This is an optimization exercise on Yosys and OpenROAD, whose aim is small area, not a production implementation. The RTL was checked by simulation tests, not by an equivalence proof against the original design. Power and IR drop assume default switching activity.

===== flow/run.sh =====
#!/bin/bash
# Standard ORFS layout with these changes:
#  - synthesis maps with an area-oriented ABC script (flow/abc_area.script)
#    and without full/half adder cell extraction, so ABC optimises adders;
#    the script's randomised &deepsyn runs with four seeds, each synthesis
#    in a work folder of its own (orfs_s0..3, logs in synth_s0..3.log), and
#    the flow goes on from the smallest netlist;
#  - ports are buffered with the smallest buffer, sky130_fd_sc_hd__buf_1;
#  - the clock tree is built from clkbuf_8 cells, without dummy loads.
# The make output of the layout goes to flow_make.log here; ORFS keeps each
# tool's own log under orfs/logs/.
set -euo pipefail
W=$PWD
KNOBS=(ADDER_MAP_FILE= ABC_AREA=1
  "BUFFER_PORTS_ARGS=-buffer_cell sky130_fd_sc_hd__buf_1"
  "CTS_ARGS=-sink_clustering_enable -repair_clock_nets -buf_list sky130_fd_sc_hd__clkbuf_8 -dont_use_dummy_load")
for s in 0 1 2 3; do
  rm -rf "$W/scripts_s$s" "$W/orfs_s$s"
  cp -r "$FLOW_HOME/scripts" "$W/scripts_s$s"
  sed "s/&deepsyn -T \([0-9]*\)/\&deepsyn -T \1 -S $s/" "$W/flow/abc_area.script" > "$W/scripts_s$s/abc_area.script"
  sed "s|WORK_HOME=[^ ]*|WORK_HOME=$W/orfs_s$s|" "$W/standard.sh" > "$W/standard_s$s.sh"
  bash "$W/standard_s$s.sh" SCRIPTS_DIR="$W/scripts_s$s" "${KNOBS[@]}" synth > "$W/synth_s$s.log" 2>&1 &
done
wait
best=""; bestarea=""
for s in 0 1 2 3; do
  f="$W/orfs_s$s/reports/sky130hd/vga/base/synth_stat.txt"
  [[ -f "$f" ]] || continue
  a=$(awk '/Chip area for module/ {print $NF}' "$f")
  echo "seed $s synthesis area $a" >> "$W/synth_pick.log"
  if [[ -z "$best" ]] || awk -v a="$a" -v b="$bestarea" 'BEGIN {exit !(a < b)}'; then best=$s; bestarea=$a; fi
done
echo "picked seed $best ($bestarea)" >> "$W/synth_pick.log"
rm -rf "$W/orfs"
cp -a "$W/orfs_s$best" "$W/orfs"
bash "$W/standard.sh" SCRIPTS_DIR="$W/scripts_s$best" "${KNOBS[@]}" finish > "$W/flow_make.log" 2>&1

===== flow/abc_area.script =====
strash
ifraig
scorr
dc2
strash
&get -n
&deepsyn -T 120
&put
dch -f
amap -F 4 -A 10
topo
stime -c

===== standard.sh =====
#!/bin/bash
# synth_recipe.tcl (not shown) runs the flow's synth.tcl, then flattens the netlist and writes it again
# the make line also repeats each setting of config.mk as NAME=value (left out here)
make -C /OpenROAD-flow-scripts/flow DESIGN_CONFIG=/design/flow/config.mk WORK_HOME=/design/flow/orfs CLKGATE_MAP_FILE= SYNTH_SCRIPT=/design/flow/synth_recipe.tcl "${@:-finish}"

===== config.mk =====
export PLATFORM = sky130hd
export DESIGN_NAME = vga
export DESIGN_NICKNAME = vga
export VERILOG_FILES = /design/flow/design.v
export SDC_FILE = /design/flow/constraint.sdc
export NUM_CORES = 4
export LEC_CHECK = 0
export CAP_MARGIN = 20
export CORE_MARGIN = 2
export CORE_UTILIZATION = 40
export PLACE_DENSITY = 0.6
export SLEW_MARGIN = 20

===== constraint.sdc =====
create_clock -name core_clock -period 10.0 [get_ports {clck}]
set_input_delay 2.0000 -clock core_clock [delete_from_list [all_inputs] [get_ports {clck}]]
set_output_delay 2.0000 -clock core_clock [all_outputs]
set_load 0.01 [all_outputs]

===== design.v =====
module vga
  (input  logic clck,
   input  logic reset,
   input  logic left_btn,
   input  logic right_btn,
   input  logic [9:0] serve_x,
   input  logic [8:0] serve_y,
   input  logic [2:0] serve_xv,
   input  logic [2:0] serve_yv,
   input  logic [9:0] paddle_x0,
   output logic hsync,
   output logic vsync,
   output logic r,
   output logic g,
   output logic b);
   logic [9:0] p;
   logic [9:0] ln;
   logic       first;   
   logic lineEnd;       
   assign lineEnd = &p;
   always_ff @(posedge clck) begin
      if(reset) begin
         p <= 224;
         ln <= 978;
         first <= 1;
      end else begin
         p <= (&p) ? 10'd224 : p + 10'd1;
         if(lineEnd) begin
            ln <= (&ln) ? 10'd499 : ln + 10'd1;
            if(ln == 988) first <= 0;
         end
      end
   end
   logic actcol;        
   assign actcol = p >= 385 || p == 224;
   logic active;
   assign active = !first && ln < 979;
   assign hsync = !(p >= 241 && p <= 336);
   assign vsync = !(ln == 989 || ln == 990);
   logic [4:0] dh;
   logic sample;
   assign sample = p[4:0] == 0 && dh == 0;
   logic [4:0] cl, cr;
   always_ff @(posedge clck) begin
      if(reset) begin
         dh <= 0;
         cl <= 0;
         cr <= 0;
      end else begin
         if(&p[4:0]) dh <= {dh[3:0], dh[4] ^ dh[2] ^ (dh[3:0] == 0)};
         if(sample) begin
            cl <= !left_btn ? 5'd30 : {cl[3:0], cl[4] & cl[3]};
            cr <= !right_btn ? 5'd30 : {cr[3:0], cr[4] & cr[3]};
         end
      end
   end
   logic left, right;
   assign left = cl != 0;
   assign right = cr != 0;
   logic [2:0] colour;
   logic       prev;
   always_ff @(posedge clck) begin
      prev <= left | right;
      if(reset) begin
         colour <= 1;
      end else begin
         if((left | right) && !prev)
           colour <= (colour == 7) ? 3'd1 : colour + 3'd1;
      end
   end
   logic [9:0] q;
   logic upd_p;         
   assign upd_p = !first && ln == 979 && p == 225;
   always_ff @(posedge clck) begin
      if(reset) begin
         q <= ~paddle_x0;
      end else if(upd_p && !left && right) begin
         q <= (q <= 436) ? 10'd435 : q - 10'd1;
      end else if(upd_p && left && !right) begin
         q <= (q >= 1020) ? 10'd1023 : q + 10'd3;
      end else begin
         q <= (&q) ? 10'd224 : q + 10'd1;
      end
   end
   logic [9:0] e;
   logic [9:0] ry;
   logic       sx, sy;
   logic [1:0] mx, my;
   logic mv;             
   assign mv = !first && ln[9:2] == 246 && ln[1:0] != 3;
   logic c4;             
   assign c4 = p[9:2] == 64;
   logic hold_e;         
   assign hold_e = mv && ln[1:0] == 0 && mx != 0 && (sx ^ (c4 && p[1:0] < mx));
   logic ystep;          
   assign ystep = mv && ln[1:0] < my;
   logic ry_inc;
   assign ry_inc = (lineEnd && !(ystep && !sy)) || (p == 224 && ystep && sy);
   logic upd_w, upd_h;
   assign upd_w = !first && ln == 987 && p == 224;
   assign upd_h = !first && ln == 988 && e == 458;
   logic wl, wr, wt, wb, wp;
   assign wl = sx && mx != 0 && e >= 10'd1020 - {8'd0, mx};
   assign wr = !sx && mx != 0 && e <= 10'd393 + {8'd0, mx};
   assign wt = sy && my != 0 && ry >= 10'd504 - {8'd0, my} && ry <= 503;
   assign wp = !sy && my != 0 && ry >= 544 && ry <= 10'd603 + {8'd0, my};
   assign wb = !sy && my != 0 && ry >= 544 && ry <= 10'd563 + {8'd0, my};
   logic hit;
   assign hit = q[9:6] == 7 && q[5:0] <= 60;
   logic [2:0] dx, dn;
   assign dx = sx ? -{1'b0, mx} : {1'b0, mx};
   always_comb begin
      if(q[5:0] < 12)      dn = (dx[2] && dx[1:0] < 3) ? 3'b101 : dx - 3'd2;
      else if(q[5:0] < 24) dn = (dx == 3'b101) ? 3'b101 : dx - 3'd1;
      else if(q[5:0] < 36) dn = dx;
      else if(q[5:0] < 48) dn = (dx == 3'd3) ? 3'd3 : dx + 3'd1;
      else if(q[5:0] < 60) dn = (!dx[2] && dx[1:0] > 1) ? 3'd3 : dx + 3'd2;
      else             dn = dx;
   end
   always_ff @(posedge clck) begin
      if(reset) begin
         e <= ~serve_x;
         ry <= {1'b1, ~serve_y};
         sx <= !serve_xv[2];
         mx <= serve_xv[2] ? serve_xv[1:0] : -serve_xv[1:0];
         sy <= !serve_yv[2];
         my <= serve_yv[2] ? serve_yv[1:0] : -serve_yv[1:0];
      end else begin
         if(!hold_e) e <= (&e) ? 10'd224 : e + 10'd1;
         if(ry_inc) ry <= (&ry) ? 10'd499 : ry + 10'd1;
         if(upd_w) begin
            if(wl | wr) sx <= !sx;
            if(wt) sy <= !sy;
         end
         if(upd_h) begin
            if(wp && hit) begin
               sy <= !sy;
               sx <= dn[2];
               mx <= dn[2] ? -dn[1:0] : dn[1:0];
            end else if(wb) begin
               sy <= !sy;
            end
         end
      end
   end
   logic xzero;
   always_ff @(posedge clck) begin
      if(p == 224) xzero <= &e;
   end
   logic bcol, brow, pcol, prow;
   assign bcol = actcol ? (e >= 384 && e <= 394) : xzero;
   assign brow = ry >= 544 && ry <= 554;
   assign pcol = actcol && q >= 384 && q <= 434;
   assign prow = ln >= 939 && ln <= 959;
   logic bp, pp;
   always_ff @(posedge clck) begin
      if(reset) begin
         bp <= 0; pp <= 0;
      end else begin
         bp <= active && brow && bcol;
         pp <= active && prow && pcol;
      end
   end
   assign r = (pp & colour[0]) | bp;
   assign g = (pp & colour[1]) | bp;
   assign b = (pp & colour[2]) | bp;
endmodule

==> run summary, run 1 <==
- Cells with a size suffix above 1 make up 2.26% of the layout.
- The leakage power summed over all cells is around 1.5 nW.
- Detailed routing placed a total of 504 um of wire on met3.
- Summed over all failing endpoints, the final setup total negative slack is 0 ns.
- The total routed wire length on the met1 layer is 4.64 mm.
- The worst setup path is launched from a flip-flop.
- The pre-CTS setup slack is 5.80 ns.
- The die span in x is roughly 100 um.
- Registers take ~1800 um2.
- The number of antenna violations at the first check in global routing is 0.
- dfxtp_1 takes more of the synthesized area than any other cell.
- The synthesized netlist occupies a cell area of roughly 4100 um2.
- Counting every instance in the synthesized netlist gives between 500 and 600.
- The H-tree level count is 3.
- The flow ran to the end and the layout has no timing, DRC or antenna violations.
- Routability-driven placement finished with a final weighted congestion of approximately 0.90.
- The number of nets handed over by synthesis was 560.
- For this block, the via count after detailed routing is 3897.
- The final total power is 0.660 mW.
- Entering global routing, the biggest net connects between 50 and 60 pins.
- The fill cell instance count of the final layout is 1034.
- The max-cap violation count is 0.
- Setup repair after global routing left no endpoint under its margin.
- The clock latency at the later pin of the worst-skew pair is around 0.37 ns.
- The share of synthesized area in the top cell type comes to between 20 and 30%.
- The final-report setup violation count is 0.
- The pin slew with the least headroom to its limit is roughly 0.66 ns.
- The fraction of synthesis flops using an asynchronous set or reset pin is 0%.
- Summing all multi-input logic gate instances after layout gives approximately 1900 um2.
- The arrival time of the worst setup path is between 2 and 2.5 ns.
- Derived from the worst setup path, the maximum achievable clock frequency is 242 MHz.
- The number of buffers on the longest clock path is 2.
- The final routed DRC violation total is 0.
- The highest metal layer used by the detailed router is met4.
- For this configuration, the core starts out at a cell density of ~41%.
- The class of the tightest hold or removal check is reg2reg.
- For the worst setup path, the data required time is 8.00 ns.
- After detailed routing, the total wire length is ~10 mm.
- The dominant synthesized flop cell is dfxtp_1.
- Buffers placed on the I/O ports in this run total 43.
- The floorplan has 36 rows.
- In this run the standard cell core region covers 9820 um2.
- The critical path is of the reg2out type.
- The portion of the post-synthesis area used by sequential elements is roughly 45%.
- The number of slew-limit violations in the final report is 0.
- The hold violation count in the final report was 0.
- The y dimension of the die is 105 um.
- The detailed placement HPWL is 7.44 mm.
- In the routed layout, each cell is associated on average with a via count of between 5 and 6.
- The clock tree from TritonCTS is done.
- The number of buffers created by CTS is 9.
- The number of flops mapped to enable cells by yosys is 24.
- The cell depth of the worst hold path is 2.
- The post-route worst setup slack is 5.87 ns.
- The first global-routing pass estimated ~17 mm of wire.
- The worst-case IR drop observed on VDD is slightly below 0.00006 V.
- After clock tree synthesis, the repair step resized 0 gates.
- In this run the post-CTS setup repair buffer count came out at 0.
- The power density normalized to cell area is between 100 and 150 nW/um2.
- The normalized max-slew margin is a little under three fifths.
- The final design utilization is a little under half.
- On the final layout, the worst clock skew is roughly 0.030 ns.
- From synthesis to final layout, the design area changed by 11.7%.
- The first-iteration detailed-routing DRC count is 207.
- For this design, the CTS-stage hold fixing added 0 buffers.
- Dividing the detail-routed wire length by the instance count gives 14.2 um.
- The first TritonRoute pass finished after 5 iterations.
- The logic depth of the worst register-to-register path is 18.
- 44 I/O pins were placed.
- The number of sinks on the clock net is 79.
- The flip-flop and latch count after synthesis is 79.
- The number of unique standard cell types used by synthesis is 40.
- The per-instance average area after synthesis is 7.78 um2.
- The tree is rooted in a clkbuf_8.
- Sorting the synthesized cells by area gives the leading types as dfxtp_1 (27%), edfxtp_1 (18%), nor2_1 (8.0%).
- Global routing used about a fifth of the available tracks across all layers.
- The repair_antennas step left the layout with diodes totalling 0.
- The layout net count is a little over 600.
- The highest fanout seen on the critical path is 4.
- The total congestion overflow after global routing is 0.
- Summed over all nets, wire length on met2 after detailed routing comes to 4.66 mm.
- The type of destination of the critical path is an output pin.
- The final critical-path share of the clock period is 41.3%.
- The die footprint is approximately 11000 um2.
- The number of global-route vias before repair is roughly 3700.
- The clock-pin slew of the registers on the worst-case setup and hold paths is around 0.09 ns.
- The count of nets left with antenna violations once routing finished came out at 0.
- The total number of yosys warnings is 1.
- The worst path in the final design needs a cycle of between 4 and 5 ns, including I/O delays and setup.
==> layout make-up <==
type	count	share of cell area (%)
clock buffer	9	2.74
inverter	82	6.80
multi-input combinational	360	42.5
sequential	79	40.2
tap	133	3.68
timing repair buffer	46	4.09
==> where the power goes <==
part	total (mW)	switching, mW	internal, mW
Clock	0.186	0.106	0.0804
Combinational	0.100	0.0635	0.0368
Sequential	0.374	0.0195	0.354
Total	0.660	0.189	0.471
==> per-stage QoR <==
stage / instance area, um2 / hold WS [ns] / std cells
CTS: 4530 / 0.463 / 709
finish: 4530 / 0.461 / 709
global placement: 4400 / 0.448 / 700
detailed placement: 4400 / 0.453 / 700
floorplan: 4050 / 0.431 / 521
global route: 4530 / 0.491 / 709
==> routing by layer <==
metal	vias up	GRT usage, %
li1	2000	-
met4	0	7.52
met5	-	0
met1	1796	24.1
met2	84	31.1
met3	17	5.43
==> cell usage after synthesis (all sizes together), types with 4 or more instances <==
| master | number |
|---|---|
| nor4 | 10 |
| o21ai | 47 |
| o21a | 7 |
| nor2 | 86 |
| o32ai | 7 |
| o211ai | 4 |
| edfxtp | 24 |
| o2111a | 4 |
| or3 | 5 |
| nor3 | 20 |
| and3 | 6 |
| nand2 | 42 |
| o221a | 4 |
| clkinv | 82 |
| dfxtp | 55 |
| a21oi | 41 |
| nand4 | 4 |
| a31oi | 6 |
| a211oi | 7 |
| o22ai | 13 |
| a22oi | 5 |
| nand3 | 14 |
==> cell families (layout without fill, tap and decap cells) <==
kind of cell / after synthesis / after routing / share of synthesized area (%)
flops: 79 / 79 / 45.0
xor+xnor: 1 / 1 / 0.216
buf+inv: 82 / 137 / 7.60
simple gates: 197 / 197 / 21.7
compound gates: 162 / 162 / 25.6
==> cell usage in the layout, fill, tap and decap left out, types with 5 or more instances in the layout <==
cell type / Yosys / final
or3_1: 5 / 5
a211oi_1: 7 / 7
edfxtp_1: 24 / 24
nand2_1: 42 / 42
clkbuf_8: 0 / 9
o32ai_1: 7 / 7
nor4_1: 10 / 10
buf_1: 0 / 42
o21a_1: 7 / 7
dfxtp_1: 55 / 55
clkinv_1: 82 / 82
nand3_1: 14 / 14
a21oi_1: 41 / 41
nor2_1: 86 / 86
o22ai_1: 13 / 13
o21ai_0: 47 / 47
a31oi_1: 6 / 6
a22oi_1: 5 / 5
and3_1: 6 / 6
nor3_1: 20 / 20
==> critical path: stages, from the launching register on <==
cell	delay, ns
dfxtp_1	0.36
and3_1	0.19
nand2_1	0.08
clkinv_1	0.07
nand3_1	0.16
or3_1	0.39
or3_1	0.36
buf_1	0.15
==> final timing paths <==
path                                    startpoint            endpoint  slack, ns
worst max register to register     p[0]$_SDFF_PP0_  ln[8]$_SDFFE_PP1P_       6.15
worst min-delay path            cl[4]$_SDFFE_PP0P_  cl[4]$_SDFFE_PP0P_       0.46
worst min register to register  cl[4]$_SDFFE_PP0P_  cl[4]$_SDFFE_PP0P_       0.46
worst max-delay path            ln[7]$_SDFFE_PP1P_               vsync       5.87
==> sequential cells by signal (all words and copies together), names as in the netlist, 2 cells and up <==
register  cells
p            10
mx            2
colour        3
e            10
ry           10
cl            5
ln           10
dh            5
q            10
my            2
cr            5
==> run 2: changes to the inputs <==
==> flow/run.sh (replaced) <==
#!/bin/bash
# Standard ORFS layout with these changes:
#  - synthesis maps with an area-oriented ABC script (flow/abc_area.script)
#    and without full/half adder cell extraction, so ABC optimises adders;
#    the script's randomised &deepsyn runs with eight seeds, four at a
#    time, each synthesis in a work folder of its own (orfs_s0..7, logs in
#    synth_s0..7.log), and the flow goes on from the smallest netlist;
#  - ports are buffered with the smallest buffer, sky130_fd_sc_hd__buf_1;
#  - the clock tree is built from clkbuf_8 cells, without dummy loads.
# The make output of the layout goes to flow_make.log here; ORFS keeps each
# tool's own log under orfs/logs/.
set -euo pipefail
W=$PWD
KNOBS=(ADDER_MAP_FILE= ABC_AREA=1
  "BUFFER_PORTS_ARGS=-buffer_cell sky130_fd_sc_hd__buf_1"
  "CTS_ARGS=-sink_clustering_enable -repair_clock_nets -buf_list sky130_fd_sc_hd__clkbuf_8 -dont_use_dummy_load")
synth_seed() {
  local s=$1
  rm -rf "$W/scripts_s$s" "$W/orfs_s$s"
  cp -r "$FLOW_HOME/scripts" "$W/scripts_s$s"
  sed "s/&deepsyn -T \([0-9]*\)/\&deepsyn -T \1 -S $s/" "$W/flow/abc_area.script" > "$W/scripts_s$s/abc_area.script"
  sed "s|WORK_HOME=[^ ]*|WORK_HOME=$W/orfs_s$s|" "$W/standard.sh" > "$W/standard_s$s.sh"
  bash "$W/standard_s$s.sh" SCRIPTS_DIR="$W/scripts_s$s" "${KNOBS[@]}" synth > "$W/synth_s$s.log" 2>&1 || true
}
for s in 0 1 2 3; do synth_seed $s & done
wait
for s in 4 5 6 7; do synth_seed $s & done
wait
best=""; bestarea=""
for s in 0 1 2 3 4 5 6 7; do
  f="$W/orfs_s$s/reports/sky130hd/vga/base/synth_stat.txt"
  [[ -f "$f" ]] || continue
  a=$(awk '/Chip area for module/ {print $NF}' "$f")
  echo "seed $s synthesis area $a" >> "$W/synth_pick.log"
  if [[ -z "$best" ]] || awk -v a="$a" -v b="$bestarea" 'BEGIN {exit !(a < b)}'; then best=$s; bestarea=$a; fi
done
echo "picked seed $best ($bestarea)" >> "$W/synth_pick.log"
rm -rf "$W/orfs"
cp -a "$W/orfs_s$best" "$W/orfs"
bash "$W/standard.sh" SCRIPTS_DIR="$W/scripts_s$best" "${KNOBS[@]}" finish > "$W/flow_make.log" 2>&1
==> run 2 against run 1 <==
Still clean on timing, DRC and antenna. Clock power decreased by 2%. Flip-flop and latch count did not move. Sequential power hardly changed. Setup slack worse by 0.33 ns. Via count decreased by 4.4%. Critical path depth increased by 2. Global-route usage decreased by 0.93 points. Die area decreased by 0.89%. Register-to-register slack improved by 0.06 ns. Largest cell class unchanged. Largest power group unchanged.
==> run summary, run 2 <==
- The pin slew with the least headroom to its limit was 0.828 ns (+0.169 ns).
- The die span in x is 104 um (-0.44%).
- The routed via count is 3726 (-4.4%).
- The hold violation count in the final report is 0 (unchanged).
- The number of flops mapped to enable cells by yosys is 24 (unchanged).
- The per-instance average area after synthesis is 7.89 um2 (+1.4%).
- The post-synthesis instance total is 509 (-2.3%).
- The critical setup path kind is reg2out.
- The placer's final routability congestion estimate is 0.883 (-1.5%).
- The count of nets left with antenna violations after detail routing is 0 (unchanged).
- The y dimension of the die is 104 um (-0.44%).
- The final critical-path share of the clock period is 44.6% (+3.3 points).
- The routed wire length is 9.35 mm (-6.9%).
- The post-cts resize count is 0 (unchanged).
- Traced cell by cell, the critical path runs through clkinv_1 > nor3_1 > nand2_1 > clkinv_1 > o21ai_0 > or3_1 > or2_0 > or3_1 > buf_1.
- The die footprint is 10900 um2 (-0.89%).
- The highest fanout seen on the critical path was 3 (-1).
- The clock-pin slew of the registers on the worst-case setup and hold paths was 0.09 ns (about the same).
- The global-route wire length before repair is 16.3 mm (-3.6%).
- The logic depth of the worst register-to-register path is 19 (+1).
- The arrival time of the worst setup path is 2.46 ns (+0.33 ns).
- The final sum of negative setup slack was 0 ns (unchanged).
- In the layout the commonest cells are nor2_1 (81), clkinv_1 (80), dfxtp_1 (55).
- The core footprint is 9770 um2 (-0.46%).
- The number of antenna violations at the first check in global routing is 0 (unchanged).
- The maximum number of pins on one net before global-route repair is 53 (+1.9%).
- Ranked by total cell area, the synthesized netlist is headed by dfxtp_1 (27%), edfxtp_1 (18%), nor2_1 (7.6%).
- The cell type with the highest aggregate area in the netlist is dfxtp_1.
- The required time of the critical path is 8.00 ns (about the same).
- CTS placed an instance of clkbuf_8 at the clock tree root.
- The layer carrying the most global-route usage is met2.
- The global routing usage summed across all routing layers came to 18.2% (-0.93 points).
- The class of the tightest hold or removal check is reg2reg.
- The total number of yosys warnings is 1 (unchanged).
- The cell depth of the worst hold path is 2 (unchanged).
- The fraction of layout cells with a size suffix above 1 is 2.30% (+0.048 points).
- The time the worst path needs with I/O delays and setup is 4.46 ns (+0.333 ns).
- The via density per instance was 5.35 (-2.7%).
- The peak per-stage delay on the critical path is 0.38 ns (about the same).
- The layout net count is 605 (-1.9%).
- The fill cell instance count of the final layout is 1026 (-0.77%).
- The power density normalized to cell area is 146 nW/um2 (+0.18%).
- The detailed placement HPWL is 7.10 mm (-4.6%).
- For this run, the leading register cell type out of synthesis is dfxtp_1.
- The final design utilization is 45.9% (-0.17 points).
- The max-cap violation count is 0 (unchanged).
- The first-iteration detailed-routing DRC count was 158 (-24%).
- The H-tree level count is 3 (unchanged).
- The number of buffers on the longest clock path is 2 (unchanged).
- STA classifies the critical path endpoint as an output pin.
- The final standard cell area without fillers is 4490 um2 (-0.83%).
- The fraction of synthesis flops using an asynchronous set or reset pin is 0% (unchanged).
- The clock tree from TritonCTS is done.
- The most common cell in the netlist is nor2_1.
- The flow ran to the end and the layout has no timing, DRC or antenna violations.
- The maximum frequency from static timing analysis is 224 MHz (-7.5%).
- The post-synthesis instance area was 4020 um2 (-0.93%).
- The average routed wire per standard cell was 13.4 um (-5.3%).
- The leading cell type in the layout, fill and taps excluded is nor2_1.
- The count of input and output buffers is 43 (unchanged).
- For this design, the slowest cell found on the critical path is or3_1.
- The clock skew after layout was 0.0205 ns (-0.00957 ns).
- STA classifies the critical path startpoint as a flip-flop.
- The number of top-level pins was 44 (unchanged).
- The total congestion overflow after global routing is 0 (unchanged).
- The clock latency at the later pin of the worst-skew pair is 0.34 ns (-0.03 ns).
- The post-synth net total is 548 (-2.1%).
- The area growth from synthesis to final layout is 11.8% (about the same).
- The placed instance area is 4370 um2 (-0.85%).
- The peak supply drop is 0.0000740 V (+28%).
- The number of global-route vias before repair is 3496 (-6.5%).
- The number of slew-limit violations in the final report came to 0 (unchanged).
- The number of inserted diodes was 0 (unchanged).
- The leakage power summed over all cells was 1.48 nW (-2.8%).
- The flip-flop and latch count after synthesis is 79 (unchanged).
- The hold-fix buffer count after cts is 0 (unchanged).
- The site row count is 36 (unchanged).
- The number of post-CTS setup repair buffers is 0 (unchanged).
- The normalized max-slew margin is 44.2% (-11 points).
- Setup repair after global routing left no endpoint under its margin.
- The final-report setup violation count is 0 (unchanged).
- The met2 usage in global routing is 28.9% (-2.2 points).
- The met3 track utilization from global routing is 4.64% (-0.79 points).
- The number of unique standard cell types used by synthesis is 43 (+7.5%).
- The met1 layer usage reported by global route is 25.3% (+1.1 points).
- The number of sinks on the clock net was 79 (unchanged).
- The number of buffers created by CTS was 9 (unchanged).
- The area share of the largest cell type after synthesis was 27.4% (+0.25 points).
- By count the netlist is led by nor2_1 (81), clkinv_1 (80), dfxtp_1 (55).
- The portion of the post-synthesis area used by sequential elements is 45.4% (+0.42 points).
- The final routed DRC violation total is 0 (unchanged).
- The starting utilization of the core area is 41.1% (-0.19 points).
- The number of detailed-route iterations in the first pass was 4 (-1).
run 2: changes by cell type after synthesis, moves of 3 or more:
cell      change
a221oi_1      +3
and3_1        -5
nor4_1        -3
o21ai_0      -11
or3_1         +3
nor2_1        -5
nor3_1        +7
run 2: final cells by class:
cell class	instances	area [um2]	share of cell area, %
clock buffers	9	124	2.76
multi-input cells	350	1890	42.2
repair buffers	46	185	4.12
flip-flops and latches	79	1820	40.6
inverters	80	300	6.69
well taps	133	166	3.71
run 2: worst max-delay path, delay by kind of cell (launching register included):
| family | cells | cell delay [ns] |
|---|---|---|
| flip-flops | 1 | 0.32 |
| buffers and inverters | 3 | 0.32 |
| AND/OR/NAND/NOR | 5 | 1.40 |
| AO/OA/AOI/OAI | 1 | 0.09 |
run 2: final timing paths:
path                       from            endpoint  slack (ns)
min          cr[4]$_SDFFE_PP0P_  cr[4]$_SDFFE_PP0P_        0.47
max reg2reg     p[0]$_SDFF_PP0_  ln[4]$_SDFFE_PP1P_        6.21
min reg2reg  cr[4]$_SDFFE_PP0P_  cr[4]$_SDFFE_PP0P_        0.47
max          ln[9]$_SDFFE_PP1P_               vsync        5.54
run 2: power by group:
group / internal (mW) / total [mW] / switching (mW)
Combinational: 0.0365 / 0.0994 / 0.0629
Sequential: 0.355 / 0.375 / 0.0196
Clock: 0.0806 / 0.182 / 0.101
Total: 0.472 / 0.656 / 0.183
run 2: logic make-up after synthesis:
group | synth area share (%)
AOI/OAI and AO/OA | 25.0
xor gates and xnor gates | 0.218
buffers and inverters | 7.48
DFF | 45.4
and+or+nand+nor | 21.9
run 2: metrics by stage:
step	instances	hold WS (ns)	setup slack [ns]	total power [mW]
3_3_place_gp	688	0.457	5.72	0.480
4_1_cts	697	0.469	5.49	0.665
5_1_grt	697	0.495	5.30	0.695
6_report	697	0.465	5.54	0.656
3_5_place_dp	688	0.455	5.63	0.481
2_1_floorplan	509	0.434	6.23	0.448
run 2: metal layers:
metal | wire [um] | part of all wire, % | vias up
li1 | - | - | 1956
met1 | 4610 | 49 | 1681
met2 | 4270 | 46 | 83
met3 | 407 | 4.4 | 6
met4 | 61 | 0.65 | 0
met5 | 0 | 0 | -

[port drivers added, routing unchanged]
The results above use ideal ports. As a check the final layouts listed here were re-extracted and re-timed, cells and wires unchanged.
Step 1 assumes that a clkbuf_16 drives the clock port and a buf_2 every other input.
Step 2 also shifts input and output timing later by t, the mid clock arrival at the registers, as if the neighbouring blocks saw the same clock.
Three values: ideal ports, drivers, drivers and shift; two values: the first two.
| run | t (ns) | setup slack, ns | worst hold slack (ns) | clock arrival spread, ns | cell pins on the clock port's net |
|---|---|---|---|---|---|
| run 1 | 0.392 | 5.872 / 5.838 / 5.803 | 0.461 / 0.461 / 0.461 | 0.030 / 0.030 | 1 |
| run 2 | 0.368 | 5.539 / 5.507 / 5.651 | 0.465 / 0.465 / 0.465 | 0.022 / 0.022 | 1 |
After both steps every run listed still meets setup and hold. For run 1, which loses most, drivers alone change the setup slack by -0.034 ns; drivers and shift together by -0.069 ns.
